Context: an optimization exercise on an open-source flow, tuned for small area, a short achievable clock period and few clock cycles per item. The choices shown serve that exercise and are no tape-out recipe.
At most, simulation tests tie the RTL to the original design; equivalence was not proved.

==> 01-06: inputs <==
Design ntt_bfly, start of the top module:
module ntt_bfly (
    input clk,
    input rst,
    input in_valid,
    input inv,
    input sub,
    input [16:0] a,
    input [16:0] b,
    input [16:0] tf,
    output out_valid,
    output [16:0] p
    );
Settings: LEC_CHECK=0, CAP_MARGIN=20, CORE_MARGIN=2, CORE_UTILIZATION=40, GPL_TIMING_DRIVEN=0, SLEW_MARGIN=20, SYNTH_HIERARCHICAL=1; clock period 42.0 ns.
standard.sh (not shown) runs the stock make flow with config.mk's settings and CLKGATE_MAP_FILE= SYNTH_SCRIPT=/design/flow/synth_recipe.tcl, a recipe that flattens the netlist after the stock synthesis.
==> flow/flow/run.sh <==
#!/bin/bash
# Own flow: the standard layout (standard.sh: the standard synthesis and
# steps), except:
#  - the cells that buffer_ports puts on the ports: buf_2 on each output
#    (hook before global placement), buf_1 on each input.  Every port still
#    gets a buffer of its own.
#  - clock tree synthesis without dummy load cells.
set -euo pipefail
here=$(pwd)
printf 'buffer_ports -outputs -buffer_cell sky130_fd_sc_hd__buf_2\n' > "$here/buffer_outputs.tcl"
export PRE_GLOBAL_PLACE_TCL="$here/buffer_outputs.tcl"
export BUFFER_PORTS_ARGS="-inputs -buffer_cell sky130_fd_sc_hd__buf_1"
export CTS_ARGS="-sink_clustering_enable -repair_clock_nets -dont_use_dummy_load -buf_list sky130_fd_sc_hd__clkbuf_16 -sink_clustering_size 72 -sink_clustering_max_diameter 500"
bash standard.sh finish > standard_make.log 2>&1
==> inputs of 12-12, as changes to 01-06 <==
--- a/flow/flow/run.sh
+++ b/flow/flow/run.sh
@@ -12,3 +12,3 @@
 export BUFFER_PORTS_ARGS="-inputs -buffer_cell sky130_fd_sc_hd__buf_1"
-export CTS_ARGS="-sink_clustering_enable -repair_clock_nets -dont_use_dummy_load -buf_list sky130_fd_sc_hd__clkbuf_16 -sink_clustering_size 72 -sink_clustering_max_diameter 500"
+export CTS_ARGS="-sink_clustering_enable -repair_clock_nets -dont_use_dummy_load -buf_list sky130_fd_sc_hd__clkbuf_8 -sink_clustering_size 24 -sink_clustering_max_diameter 200"
 bash standard.sh finish > standard_make.log 2>&1
- CORE_UTILIZATION: 40 -> 55
==> summary of the runs <==
Of 01-06 and 12-12, 12-12 has the higher non-clock buffer count (gap 1). Of 01-06 and 12-12, 12-12 has the higher global-route usage (gap 7.4 points). Of 12-12 and 01-06, 01-06 has the higher routed wire length (gap about 2.4%, measured against 01-06). Against 12-12, the worst hold slack of 01-06 is higher by 15 ps. Between 12-12 and 01-06, the lower final cell count is in 12-12 (gap 7.2%, measured against 01-06). In 01-06 the clock skew is lower than in 12-12, by 2.0 ps. Of 01-06 and 12-12, 12-12 has the higher sequential share of layout area (gap 0.31 points). In 12-12 the die area is smaller than in 01-06, by about 27%. Against 12-12, the via count of 01-06 is higher by about 0.4%.
==> figures <==
Result of the run: 12-12 no timing/DRC/antenna violations; 01-06 no timing/DRC/antenna violations
Vias: 12-12 7425; 01-06 7454
Clock latency on the worst-skew pair: 12-12 370 ps; 01-06 350 ps
Final area over synthesized area: 12-12 1.077x; 01-06 1.101x
Initial Utilization: 12-12 56.5%; 01-06 40.4%
Worst setup slack after placement: 12-12 33170 ps; 01-06 33190 ps
Number of fill cells: 12-12 1525; 01-06 2345
Post-layout worst setup margin: 12-12 32790 ps; 01-06 32830 ps
Origin of the worst setup path: 12-12 p_q[13]$_DFF_P_; 01-06 v1$_SDFF_PP0_
Share of the final layout cell area in multi-input gates: 12-12 75.3%; 01-06 73.8%
Buffer share of cell area: 12-12 5.73%; 01-06 5.49%
Post-detailed-placement cell area: 12-12 0.0100 sq mm; 01-06 0.0102 sq mm
Crit share post-route: 12-12 21.9%; 01-06 21.8%
Buffers, non-clock: 12-12 110; 01-06 109
Arrival time at the worst endpoint: 12-12 810 ps; 01-06 770 ps
Ratio of cells with drive above 1 in the final layout: 12-12 6.38%; 01-06 6.48%
Worst reg2reg setup slack: 12-12 34140 ps; 01-06 34250 ps
M1 wire length: 12-12 10900 microns; 01-06 11300 microns
Number of antenna violations at the first check in global routing: 12-12 1; 01-06 0
GRT met2 Usage: 12-12 49.0%; 01-06 36.5%
Testbench counts of 01-06, summed over its fixed seeds: cycles 24,008, items 24,000.
Testbench counts of 12-12, summed over its fixed seeds: cycles 24,008, items 24,000.

==> build 91: inputs <==
ntt_bfly, a different RTL version from the one above (not shown whole).
export LEC_CHECK = 0
export CAP_MARGIN = 20
export CORE_MARGIN = 2
export CORE_UTILIZATION = 40
export GPL_TIMING_DRIVEN = 0
export SLEW_MARGIN = 20
export SYNTH_HIERARCHICAL = 1
create_clock -name core_clock -period 42.0 [get_ports {clk}]
==> flow/flow/run.sh <==
#!/bin/bash
# Own flow: the standard layout (standard.sh: the standard synthesis and
# steps), except:
#  - the cells that buffer_ports puts on the ports: buf_2 on each output
#    (hook before global placement), buf_1 on each input.  Every port still
#    gets a buffer of its own.
#  - clock tree synthesis without dummy load cells.
set -euo pipefail
here=$(pwd)
printf 'buffer_ports -outputs -buffer_cell sky130_fd_sc_hd__buf_2\n' > "$here/buffer_outputs.tcl"
export PRE_GLOBAL_PLACE_TCL="$here/buffer_outputs.tcl"
export BUFFER_PORTS_ARGS="-inputs -buffer_cell sky130_fd_sc_hd__buf_1"
export CTS_ARGS="-sink_clustering_enable -repair_clock_nets -dont_use_dummy_load -buf_list sky130_fd_sc_hd__clkbuf_8 -sink_clustering_size 24 -sink_clustering_max_diameter 200"
bash standard.sh finish > standard_make.log 2>&1
==> build 36: changes against build 91 <==
CORE_UTILIZATION = 65   (was 40)
PLACE_DENSITY = 0.75   (was default)
==> summary of the runs <==
In critical path depth, build 36 and build 91 do not differ.
Against build 91, the global-route usage of build 36 is higher by 11 points.
Against build 36, the cell area of build 91 is larger by 1.6%.
In fmax, build 91 and build 36 hardly differ.
In build 91 the via count is lower than in build 36, by about 2.4%.
==> figures <==
| item | build 36 | build 91 |
|---|---|---|
| Outcome | complete, no violations | complete, no violations |
| Final RePlAce weighted congestion | 1.015 | 0.9661 |
| GR Util met2 | 55.80% | 37.32% |
| Max-slew headroom | 22.48% | 23.56% |
| First-pass DRT Iterations | 6 | 5 |
| Combined area of the multi-input logic cells | 0.007503 mm² | 0.007528 mm² |
| Fin area | 0.009876 mm² | 0.01004 mm² |
| Endpoint of the worst-slack reg-to-reg timing path | p_q[14] | p_q[2] |
| Die Height | 123 µm | 155.7 µm |
| Post-layout worst setup margin | 32.79 ns | 32.80 ns |
| Post-route minimum period | 9.209 ns | 9.203 ns |
| Final period util | 21.93% | 21.91% |
Function was not checked in any run of this note: the RTL went through the layout flow alone.

==> v3 <==
ntt_bfly, a different RTL version from the one above (not shown whole).
export LEC_CHECK = 0
export CAP_MARGIN = 20
export CORE_MARGIN = 2
export CORE_UTILIZATION = 40
export GPL_TIMING_DRIVEN = 0
export SLEW_MARGIN = 20
export SYNTH_HIERARCHICAL = 1
create_clock -name core_clock -period 42.0 [get_ports {clk}]
==> flow/flow/run.sh <==
#!/bin/bash
# Own flow: the standard layout (standard.sh: the standard synthesis and
# steps), except the cells that buffer_ports puts on the ports: buf_2 on each
# output (hook before global placement), buf_1 on each input.  Every port
# still gets a buffer of its own.
set -euo pipefail
here=$(pwd)
printf 'buffer_ports -outputs -buffer_cell sky130_fd_sc_hd__buf_2\n' > "$here/buffer_outputs.tcl"
export PRE_GLOBAL_PLACE_TCL="$here/buffer_outputs.tcl"
export BUFFER_PORTS_ARGS="-inputs -buffer_cell sky130_fd_sc_hd__buf_1"
bash standard.sh finish > standard_make.log 2>&1
==> v37 (differences from v3) <==
==> flow/flow/run.sh (replaced) <==
#!/bin/bash
# Own flow: the standard layout (standard.sh: the standard synthesis and
# steps), except:
#  - the cells that buffer_ports puts on the ports: buf_2 on each output
#    (hook before global placement), buf_1 on each input.  Every port still
#    gets a buffer of its own.
#  - clock tree synthesis without dummy load cells.
set -euo pipefail
here=$(pwd)
printf 'buffer_ports -outputs -buffer_cell sky130_fd_sc_hd__buf_2\n' > "$here/buffer_outputs.tcl"
export PRE_GLOBAL_PLACE_TCL="$here/buffer_outputs.tcl"
export BUFFER_PORTS_ARGS="-inputs -buffer_cell sky130_fd_sc_hd__buf_1"
export CTS_ARGS="-sink_clustering_enable -repair_clock_nets -dont_use_dummy_load"
bash standard.sh finish > standard_make.log 2>&1
==> v38 (differences from v3) <==
==> flow/flow/run.sh (replaced) <==
#!/bin/bash
# Own flow: the standard layout (standard.sh: the standard synthesis and
# steps), except:
#  - the cells that buffer_ports puts on the ports: buf_2 on each output
#    (hook before global placement), buf_1 on each input.  Every port still
#    gets a buffer of its own.
#  - clock tree synthesis without dummy load cells.
set -euo pipefail
here=$(pwd)
printf 'buffer_ports -outputs -buffer_cell sky130_fd_sc_hd__buf_2\n' > "$here/buffer_outputs.tcl"
export PRE_GLOBAL_PLACE_TCL="$here/buffer_outputs.tcl"
export BUFFER_PORTS_ARGS="-inputs -buffer_cell sky130_fd_sc_hd__buf_1"
export CTS_ARGS="-sink_clustering_enable -repair_clock_nets -dont_use_dummy_load -buf_list sky130_fd_sc_hd__clkbuf_8 -sink_clustering_size 24 -sink_clustering_max_diameter 200"
bash standard.sh finish > standard_make.log 2>&1
==> comparison table <==
	v38	v37	v3
Result of the run	finished clean	finished clean	finished clean
Initial antenna violation count	1	0	0
Critical path's largest stage delay	0.30 ns	0.29 ns	0.29 ns
Root buffer selected by CTS	clkbuf_8	clkbuf_16	clkbuf_16
Clk cell area share	1.18%	2.12%	2.85%
Final Instance Count excl. Fillers	1387	1386	1393
Register-to-register setup slack	33.93 ns	33.94 ns	33.94 ns
F_max	109 MHz	109 MHz	109 MHz
Crit path arrival time	0.79 ns	0.76 ns	0.77 ns
Fraction of final layout cells sized beyond drive strength 1	6.37%	6.37%	7.17%
Testbench counts of v3, summed over its fixed seeds: cycles 24,008, items 24,000.
Testbench counts of v37, summed over its fixed seeds: cycles 24,008, items 24,000.
Testbench counts of v38, summed over its fixed seeds: cycles 24,008, items 24,000.

[what the ideal ports hide]
The results above use ideal ports. As a check the final layouts listed here were re-extracted and re-timed, cells and wires unchanged. Step 1: set_driving_cell puts a clkbuf_16 on clk and a buf_2 on each other input, an assumption about the parent block. Step 2 times the ports against the registers' clock, not the clock port: input delays grow and output delays shrink by t, the midpoint of the rising clock arrivals with the driver on. Slacks: no drivers / after step 1 / after step 2; pairs: no drivers / after step 1.
| run | shift t [ns] | slack for setup (ns) | cell pins on the clock port's net |
|---|---|---|---|
| 01-06 | 0.382 | 32.832 / 32.785 / 33.167 | 1 |
| 12-12 | 0.395 | 32.789 / 32.748 / 33.143 | 1 |
| build 91 | 0.401 | 32.797 / 32.755 / 32.871 | 1 |
| build 36 | 0.399 | 32.792 / 32.755 / 32.849 | 1 |
| v3 | 0.399 | 32.829 / 32.783 / 33.182 | 1 |
| v37 | 0.387 | 32.844 / 32.797 / 33.184 | 1 |
| v38 | 0.405 | 32.811 / 32.770 / 33.175 | 1 |
After both steps every run listed still meets setup and hold.
